From an optimization exercise on the open Yosys and OpenROAD flow, aimed at small area, a short achievable clock period and few clock cycles per item; shortcuts taken in it are not production practice.
Where RTL was checked, it was by simulation tests only, not by an equivalence proof against the original.

==> module knn_sqrt_pipeline, before the edit <==
module knn_sqrt_pipeline #(
    parameter [16:0] CUT = 17'b11111111111110101
)(
    input  wire        clk,
    input  wire        rst,       
    input  wire        flush,     
    input  wire        vin,
    input  wire [32:0] data_in,
    output wire        vout,
    output wire [16:0] data_out
);
    wire [35:0] rem_w [0:17];
    wire [35:0] quo_w [0:17];
    wire [35:0] rad_w [0:17];
    wire        v_w   [0:17];
    assign rem_w[0] = 36'd0;
    assign quo_w[0] = 36'd0;          
    assign rad_w[0] = {3'b000, data_in};
    assign v_w[0]   = vin;
    genvar j;
    generate
        for (j = 0; j < 17; j = j + 1) begin : step
            wire [j+2:0] r2 = {rem_w[j][j:0], rad_w[j][33-2*j:32-2*j]};
            localparam [35:0] QMASK = (36'd1 << j) - 36'd1;    
            wire [j:0]   qp = ~quo_w[j][j:0] & QMASK[j:0];
            wire [j+2:0] d  = {qp, 2'b01};
            wire [j+3:0] t  = {1'b0, r2} - {1'b0, d};
            wire         ok = !t[j+3];
            wire [j+1:0] rn = ok ? t[j+1:0] : r2[j+1:0];
            wire [j:0]   qn = {quo_w[j][j:0], !ok};
            if (CUT[j]) begin : reg_s
                reg [j+1:0]      rr;
                reg [j:0]        qr;
                reg [35:0]       sr;
                reg              vr;
                always @(posedge clk) begin
                    if (!rst) vr <= 1'b0;
                    else vr <= v_w[j] & !flush;
                end
                always @(posedge clk) begin
                    rr <= rn;
                    qr <= qn;
                    sr <= rad_w[j];
                end
                assign rem_w[j+1] = rr;
                assign quo_w[j+1] = qr;
                assign rad_w[j+1] = sr;
                assign v_w[j+1]   = vr;
            end else begin : wire_s
                assign rem_w[j+1] = rn;
                assign quo_w[j+1] = qn;
                assign rad_w[j+1] = rad_w[j];
                assign v_w[j+1]   = v_w[j];
            end
        end
    endgenerate
    assign data_out = ~quo_w[17][16:0];
    assign vout     = v_w[17];
endmodule
==> module k_nn, before the edit <==
module k_nn #(
    parameter NUMBER_ELEMENTS = 6,
    parameter DATA_WIDTH = 32,
    parameter CLASS_WIDTH = 8,
    parameter NS = 5
)(
    input  wire                     clk,
    input  wire                     rst,  
    output reg                      m_axis_tvalid,
    input  wire                     m_axis_tready,
    output wire [DATA_WIDTH-1:0]    m_axis_tdata,
    output reg                      m_axis_tlast,
    input  wire                     s_axis_tvalid,
    output wire                     s_axis_tready,
    input  wire [DATA_WIDTH-1:0]    s_axis_tdata,
    input  wire                     s_axis_tlast,
    output wire [DATA_WIDTH-1:0]    distance_result
);
    function [NS-1:0] rot (input [NS-1:0] p);
        rot = {p[NS-2:0], p[NS-1]};
    endfunction
    wire        p_v;
    wire [16:0] p_d;
    reg  [16:0] m_d;
    reg  [5:0]  ko;           
    wire        out_free = !m_axis_tvalid || m_axis_tready;
    wire        commit   = p_v && out_free;
    wire        flush    = p_v && !out_free;
    always @(posedge clk) begin
        if (!rst)
            m_axis_tvalid <= 1'b0;
        else if (out_free)
            m_axis_tvalid <= p_v;
    end
    always @(posedge clk) begin
        if (commit) begin
            m_d          <= p_d;
            m_axis_tlast <= ko[5];
        end
    end
    assign m_axis_tdata = {{(DATA_WIDTH-17){1'b0}}, m_d};
    reg  [31:0] slot [0:NS-1];
    reg  [NS-1:0] wr, com, iss;
    reg  [2:0]  ia, used;
    reg  [5:0]  ik;
    reg         s_rdy;
    reg  [31:0] cur;
    integer c;
    always @(*) begin
        cur = 32'd0;
        for (c = 0; c < NS; c = c + 1)
            cur = cur | ({32{iss[c]}} & slot[c]);
    end
    wire        accept   = s_axis_tvalid && s_rdy;
    wire        can_iss  = ia < used;
    wire        issue    = can_iss && !flush;
    wire        q_done   = commit && ko[5];
    reg  [NS-1:0] iss_n;
    reg  [2:0]  ia_n, used_n;
    reg  [5:0]  ik_n;
    always @(*) begin
        iss_n  = iss;
        ia_n   = ia;
        ik_n   = ik;
        if (flush) begin
            iss_n = com;
            ia_n  = 3'd0;
            ik_n  = ko;
        end else begin
            if (issue) begin
                if (ik[5]) begin
                    iss_n = rot(iss);
                    ia_n  = ia + 3'd1;
                    ik_n  = 6'b000001;
                end else begin
                    ik_n  = {ik[4:0], 1'b0};
                end
            end
            if (q_done)
                ia_n = ia_n - 3'd1;
        end
        used_n = used + {2'b00, accept} - {2'b00, q_done};
    end
    always @(posedge clk) begin
        if (!rst) begin
            wr    <= {{(NS-1){1'b0}}, 1'b1};
            com   <= {{(NS-1){1'b0}}, 1'b1};
            iss   <= {{(NS-1){1'b0}}, 1'b1};
            ia    <= 3'd0;
            used  <= 3'd0;
            ik    <= 6'b000001;
            ko    <= 6'b000001;
            s_rdy <= 1'b0;
        end else begin
            if (accept)
                wr <= rot(wr);
            if (q_done)
                com <= rot(com);
            if (commit)
                ko <= {ko[4:0], ko[5]};
            iss   <= iss_n;
            ia    <= ia_n;
            ik    <= ik_n;
            used  <= used_n;
            s_rdy <= q_done || (accept ? (used < NS-1) : (used < NS));
        end
    end
    assign s_axis_tready = s_rdy;
    integer i;
    always @(posedge clk) begin
        for (i = 0; i < NS; i = i + 1)
            if (s_rdy && wr[i])
                slot[i] <= s_axis_tdata;
    end
    wire        sq_v;
    wire [32:0] sum_sq;
    knn_distance dist_calc (
        .clk(clk), .rst(rst), .flush(flush),
        .vin(issue), .k(ik), .qx(cur[15:0]), .qy(cur[31:16]),
        .vout(sq_v), .sum_sq(sum_sq)
    );
    knn_sqrt_pipeline sqrt_calc (
        .clk(clk), .rst(rst), .flush(flush),
        .vin(sq_v), .data_in(sum_sq),
        .vout(p_v), .data_out(p_d)
    );
    reg  [16:0] nd, sd;
    reg  [1:0]  cnt;
    wire        lt_n = p_d < nd;
    wire        lt_s = p_d < sd;
    always @(posedge clk) begin
        if (commit) begin
            if (ko[0]) begin
                nd  <= p_d;
                sd  <= 17'h1ffff;
                cnt <= 2'd0;
            end else if (ko[1] || ko[2]) begin
                if (lt_n) begin
                    nd <= p_d;
                    sd <= nd;
                end else if (lt_s) begin
                    sd <= p_d;
                end
            end else begin
                if (lt_n)
                    nd <= p_d;
                if (lt_s)
                    cnt <= cnt + 2'd1;
            end
        end
    end
    assign distance_result = {{(CLASS_WIDTH-1){1'b0}}, cnt[1],
                              {(DATA_WIDTH-CLASS_WIDTH-17){1'b0}}, nd};
endmodule
export LEC_CHECK = 0
export ABC_CLOCK_PERIOD_IN_PS = 1900
export CAP_MARGIN = 20
export CORE_MARGIN = 2
export CORE_UTILIZATION = 40
export CTS_CLUSTER_DIAMETER = 120
export CTS_CLUSTER_SIZE = 26
export SLEW_MARGIN = 20
create_clock -name core_clock -period 9.0 [get_ports {clk}]
standard.sh (not shown) runs the stock make flow with config.mk's settings and CLKGATE_MAP_FILE= SYNTH_SCRIPT=/design/flow/synth_recipe.tcl, a recipe that flattens the netlist after the stock synthesis.
==> flow/flow/run.sh <==
#!/bin/bash
# Standard ORFS layout (the standard.sh, unchanged synthesis), with the
# resizer's setup repair aimed below the 9 ns clock: repair_timing keeps
# working until setup slack reaches SETUP_SLACK_MARGIN.
set -euo pipefail
bash standard.sh SETUP_SLACK_MARGIN=${MARGIN:-5.9} finish > standard.log 2>&1
Then changed:
--- a/flow/design.v
+++ b/flow/design.v
@@ -1,8 +1,8 @@
 module knn_sqrt_pipeline #(
-    parameter [16:0] CUT = 17'b11111111111110101
+    parameter [16:0] CUT = 17'b11111111110101010
 )(
     input  wire        clk,
     input  wire        rst,       
     input  wire        flush,     
     input  wire        vin,
     input  wire [32:0] data_in,
@@ -1883,13 +1883,13 @@
     assign vout = t6_v;
 endmodule
 module k_nn #(
     parameter NUMBER_ELEMENTS = 6,
     parameter DATA_WIDTH = 32,
     parameter CLASS_WIDTH = 8,
-    parameter NS = 5
+    parameter NS = 4
 )(
     input  wire                     clk,
     input  wire                     rst,  
     output reg                      m_axis_tvalid,
     input  wire                     m_axis_tready,
     output wire [DATA_WIDTH-1:0]    m_axis_tdata,
=> The changed run went through all stages and came out clean; via count drops by 5.1%; area after synthesis drops by 6.3%; design area drops by 4.4%; register-to-register slack gets worse by 0.36 ns; routed wire length drops by 5.1%; sequential share of layout area drops by 3.2 points; first-iteration DRC count drops by 33%; non-clock buffer count climbs by 39.
No run of this note included a check of the RTL's function; only the layout flow was run.

Another version of the RTL of k_nn (not shown whole).
Size: ~39000 um2 of cells after synthesis.
==> module knn_sqrt_pipeline, before the edit <==
module knn_sqrt_pipeline #(
    parameter [16:0] CUT = 17'b11111111111010100
)(
    input  wire        clk,
    input  wire        rst,       
    input  wire        flush,     
    input  wire        vin,
    input  wire [32:0] data_in,
    output wire        vout,
    output wire [16:0] data_out
);
    wire [35:0] rem_w [0:17];
    wire [35:0] quo_w [0:17];
    wire [35:0] rad_w [0:17];
    wire        v_w   [0:17];
    assign rem_w[0] = 36'd0;
    assign quo_w[0] = 36'd0;          
    assign rad_w[0] = {3'b000, data_in};
    assign v_w[0]   = vin;
    genvar j;
    generate
        for (j = 0; j < 17; j = j + 1) begin : step
            wire [j+2:0] r2 = {rem_w[j][j:0], rad_w[j][33-2*j:32-2*j]};
            localparam [35:0] QMASK = (36'd1 << j) - 36'd1;    
            wire [j:0]   qp = ~quo_w[j][j:0] & QMASK[j:0];
            wire [j+2:0] d  = {qp, 2'b01};
            wire [j+3:0] t  = {1'b0, r2} - {1'b0, d};
            wire         ok = !t[j+3];
            wire [j+1:0] rn = ok ? t[j+1:0] : r2[j+1:0];
            wire [j:0]   qn = {quo_w[j][j:0], !ok};
            if (CUT[j]) begin : reg_s
                reg [j+1:0]      rr;
                reg [j:0]        qr;
                reg [35:0]       sr;
                reg              vr;
                always @(posedge clk) begin
                    if (!rst) vr <= 1'b0;
                    else vr <= v_w[j] & !flush;
                end
                always @(posedge clk) begin
                    rr <= rn;
                    qr <= qn;
                    sr <= rad_w[j];
                end
                assign rem_w[j+1] = rr;
                assign quo_w[j+1] = qr;
                assign rad_w[j+1] = sr;
                assign v_w[j+1]   = vr;
            end else begin : wire_s
                assign rem_w[j+1] = rn;
                assign quo_w[j+1] = qn;
                assign rad_w[j+1] = rad_w[j];
                assign v_w[j+1]   = v_w[j];
            end
        end
    endgenerate
    assign data_out = ~quo_w[17][16:0];
    assign vout     = v_w[17];
endmodule
export LEC_CHECK = 0
export ABC_CLOCK_PERIOD_IN_PS = 1900
export CAP_MARGIN = 20
export CORE_MARGIN = 2
export CORE_UTILIZATION = 40
export CTS_CLUSTER_DIAMETER = 120
export CTS_CLUSTER_SIZE = 26
export SLEW_MARGIN = 20
create_clock -name core_clock -period 9.0 [get_ports {clk}]
Scripts as last shown in full above: flow/flow/run.sh
Rerun with:
--- a/flow/design.v
+++ b/flow/design.v
@@ -1,6 +1,6 @@
 module knn_sqrt_pipeline #(
-    parameter [16:0] CUT = 17'b11111111111010100
+    parameter [16:0] CUT = 17'b11111111111101010
 )(
     input  wire        clk,
     input  wire        rst,       
     input  wire        flush,     
Global-route usage went down by 0.89 points; flip-flop and latch count went up by 36; synthesized area went up by 2.6%; final area went up by 0.91%; hold slack improves by 49 ps; clock-buffer cell count does not change; via count went up by 1.6%; register-to-register slack improves by 720 ps.
Testbench counts after the change, summed over its fixed seeds: cycles 7,832, queries 1,280.
The RTL of the first run of this note was laid out without a check of its function.

Setup of cedar:
Another version of the RTL of k_nn (not shown whole).
For scale: ~3700 cells after synthesis, about 1000 flip-flops, about 100 I/O pins, ~43000 sq um of cells after synthesis.
==> module knn_sqrt_pipeline, before the edit <==
module knn_sqrt_pipeline #(
    parameter [16:0] CUT = 17'b11111111111110101
)(
    input  wire        clk,
    input  wire        rst,       
    input  wire        flush,     
    input  wire        vin,
    input  wire [32:0] data_in,
    output wire        vout,
    output wire [16:0] data_out
);
    wire [35:0] rem_w [0:17];
    wire [35:0] quo_w [0:17];
    wire [35:0] rad_w [0:17];
    wire        v_w   [0:17];
    assign rem_w[0] = 36'd0;
    assign quo_w[0] = 36'd0;
    assign rad_w[0] = {3'b000, data_in};
    assign v_w[0]   = vin;
    genvar j;
    generate
        for (j = 0; j < 17; j = j + 1) begin : step
            wire [j+2:0] r2 = {rem_w[j][j:0], rad_w[j][33-2*j:32-2*j]};
            wire [j+2:0] d  = {quo_w[j][j:0], 2'b01};
            wire [j+3:0] t  = {1'b0, r2} - {1'b0, d};
            wire         ok = !t[j+3];
            wire [j+1:0] rn = ok ? t[j+1:0] : r2[j+1:0];
            wire [j:0]   qn = {quo_w[j][j:0], ok};
            if (CUT[j]) begin : reg_s
                reg [j+1:0]      rr;
                reg [j:0]        qr;
                reg [35:0]       sr;
                reg              vr;
                always @(posedge clk) begin
                    if (!rst) vr <= 1'b0;
                    else vr <= v_w[j] & !flush;
                end
                always @(posedge clk) begin
                    rr <= rn;
                    qr <= qn;
                    sr <= rad_w[j];
                end
                assign rem_w[j+1] = rr;
                assign quo_w[j+1] = qr;
                assign rad_w[j+1] = sr;
                assign v_w[j+1]   = vr;
            end else begin : wire_s
                assign rem_w[j+1] = rn;
                assign quo_w[j+1] = qn;
                assign rad_w[j+1] = rad_w[j];
                assign v_w[j+1]   = v_w[j];
            end
        end
    endgenerate
    assign data_out = quo_w[17][16:0];
    assign vout     = v_w[17];
endmodule
==> flow/config.mk <==
export PLATFORM = sky130hd
export DESIGN_NAME = k_nn
export DESIGN_NICKNAME = k_nn
export VERILOG_FILES = /design/flow/design.v
export SDC_FILE = /design/flow/constraint.sdc
export NUM_CORES = 4
export LEC_CHECK = 0
export ABC_CLOCK_PERIOD_IN_PS = 1900
export CAP_MARGIN = 20
export CORE_MARGIN = 2
export CORE_UTILIZATION = 40
export CTS_CLUSTER_DIAMETER = 120
export CTS_CLUSTER_SIZE = 26
export SLEW_MARGIN = 20
==> flow/constraint.sdc <==
create_clock -name core_clock -period 9.0 [get_ports {clk}]
set_input_delay 1.8000 -clock core_clock [delete_from_list [all_inputs] [get_ports {clk}]]
set_output_delay 1.8000 -clock core_clock [all_outputs]
set_load 0.01 [all_outputs]
Scripts as last shown in full above: flow/flow/run.sh
Testbench counts of cedar, summed over its fixed seeds: cycles 7,840, queries 1,280.
#### Input delta (oak over cedar)
--- a/flow/design.v
+++ b/flow/design.v
@@ -1,6 +1,6 @@
 module knn_sqrt_pipeline #(
-    parameter [16:0] CUT = 17'b11111111111110101
+    parameter [16:0] CUT = 17'b11111111111101010
 )(
     input  wire        clk,
     input  wire        rst,       
     input  wire        flush,     
@@ -13,20 +13,22 @@
     wire [35:0] quo_w [0:17];
     wire [35:0] rad_w [0:17];
     wire        v_w   [0:17];
     assign rem_w[0] = 36'd0;
-    assign quo_w[0] = 36'd0;
+    assign quo_w[0] = 36'd0;          
     assign rad_w[0] = {3'b000, data_in};
     assign v_w[0]   = vin;
     genvar j;
     generate
         for (j = 0; j < 17; j = j + 1) begin : step
             wire [j+2:0] r2 = {rem_w[j][j:0], rad_w[j][33-2*j:32-2*j]};
-            wire [j+2:0] d  = {quo_w[j][j:0], 2'b01};
+            localparam [35:0] QMASK = (36'd1 << j) - 36'd1;    
+            wire [j:0]   qp = ~quo_w[j][j:0] & QMASK[j:0];
+            wire [j+2:0] d  = {qp, 2'b01};
             wire [j+3:0] t  = {1'b0, r2} - {1'b0, d};
             wire         ok = !t[j+3];
             wire [j+1:0] rn = ok ? t[j+1:0] : r2[j+1:0];
-            wire [j:0]   qn = {quo_w[j][j:0], ok};
+            wire [j:0]   qn = {quo_w[j][j:0], !ok};
             if (CUT[j]) begin : reg_s
                 reg [j+1:0]      rr;
                 reg [j:0]        qr;
                 reg [35:0]       sr;
@@ -51,9 +53,9 @@
                 assign v_w[j+1]   = v_w[j];
             end
         end
     endgenerate
-    assign data_out = quo_w[17][16:0];
+    assign data_out = ~quo_w[17][16:0];
     assign vout     = v_w[17];
 endmodule
 module knn_distance (
     input  wire        clk,
Notes after the runs:
oak ended with less floorplan die area than cedar.
Final cycle utilization of the critical path delta for oak relative to cedar: 0.46 points higher
Between cedar and oak, the compound-cell area share of the yosys netlist does not differ in any meaningful way.
In the reports for oak and cedar, the smaller number of inverters outside the clock class in the layout belongs to oak.
Clock sink count ends up lower on oak.
Shortest period the worst path allows delta (oak − cedar): unfavourable
Of oak and cedar, the higher number of fillers in the final layout belongs to cedar.
Testbench counts of oak, summed over its fixed seeds: cycles 7,832, queries 1,280.

==> static timing again, ports no longer ideal <==
The results above use ideal ports. As a check the final layouts listed here were re-extracted and re-timed, cells and wires unchanged. Step 1: set_driving_cell puts a clkbuf_16 on clk and a buf_2 on each other input, an assumption about the parent block. Step 2 moves the port delays by t, midway between the first and last clock arrival at a register: inputs arrive t later, outputs are due t later. That takes back most of the time a late clock gives input paths. Slacks: ideal ports / drivers / drivers and shift; pairs: ideal ports / drivers.
run | t (ns) | slack for setup (ns) | worst data-port slew with drivers (ns)
the first run of note 1 | 0.685 | 5.895 / 5.831 / 5.312 | 0.07
the second run of note 1 | 0.668 | 5.648 / 5.648 / 5.449 | 0.05
the first run of note 2 | 0.670 | 5.225 / 5.225 / 5.225 | 0.07
the second run of note 2 | 0.678 | 5.933 / 5.888 / 5.305 | 0.05
cedar | 0.684 | 5.936 / 5.898 / 5.297 | 0.05
oak | 0.676 | 5.894 / 5.892 / 5.287 | 0.05
After both steps every run listed still meets setup and hold. For cedar, which loses most, drivers alone change the setup slack by -0.038 ns; drivers and shift together by -0.639 ns.
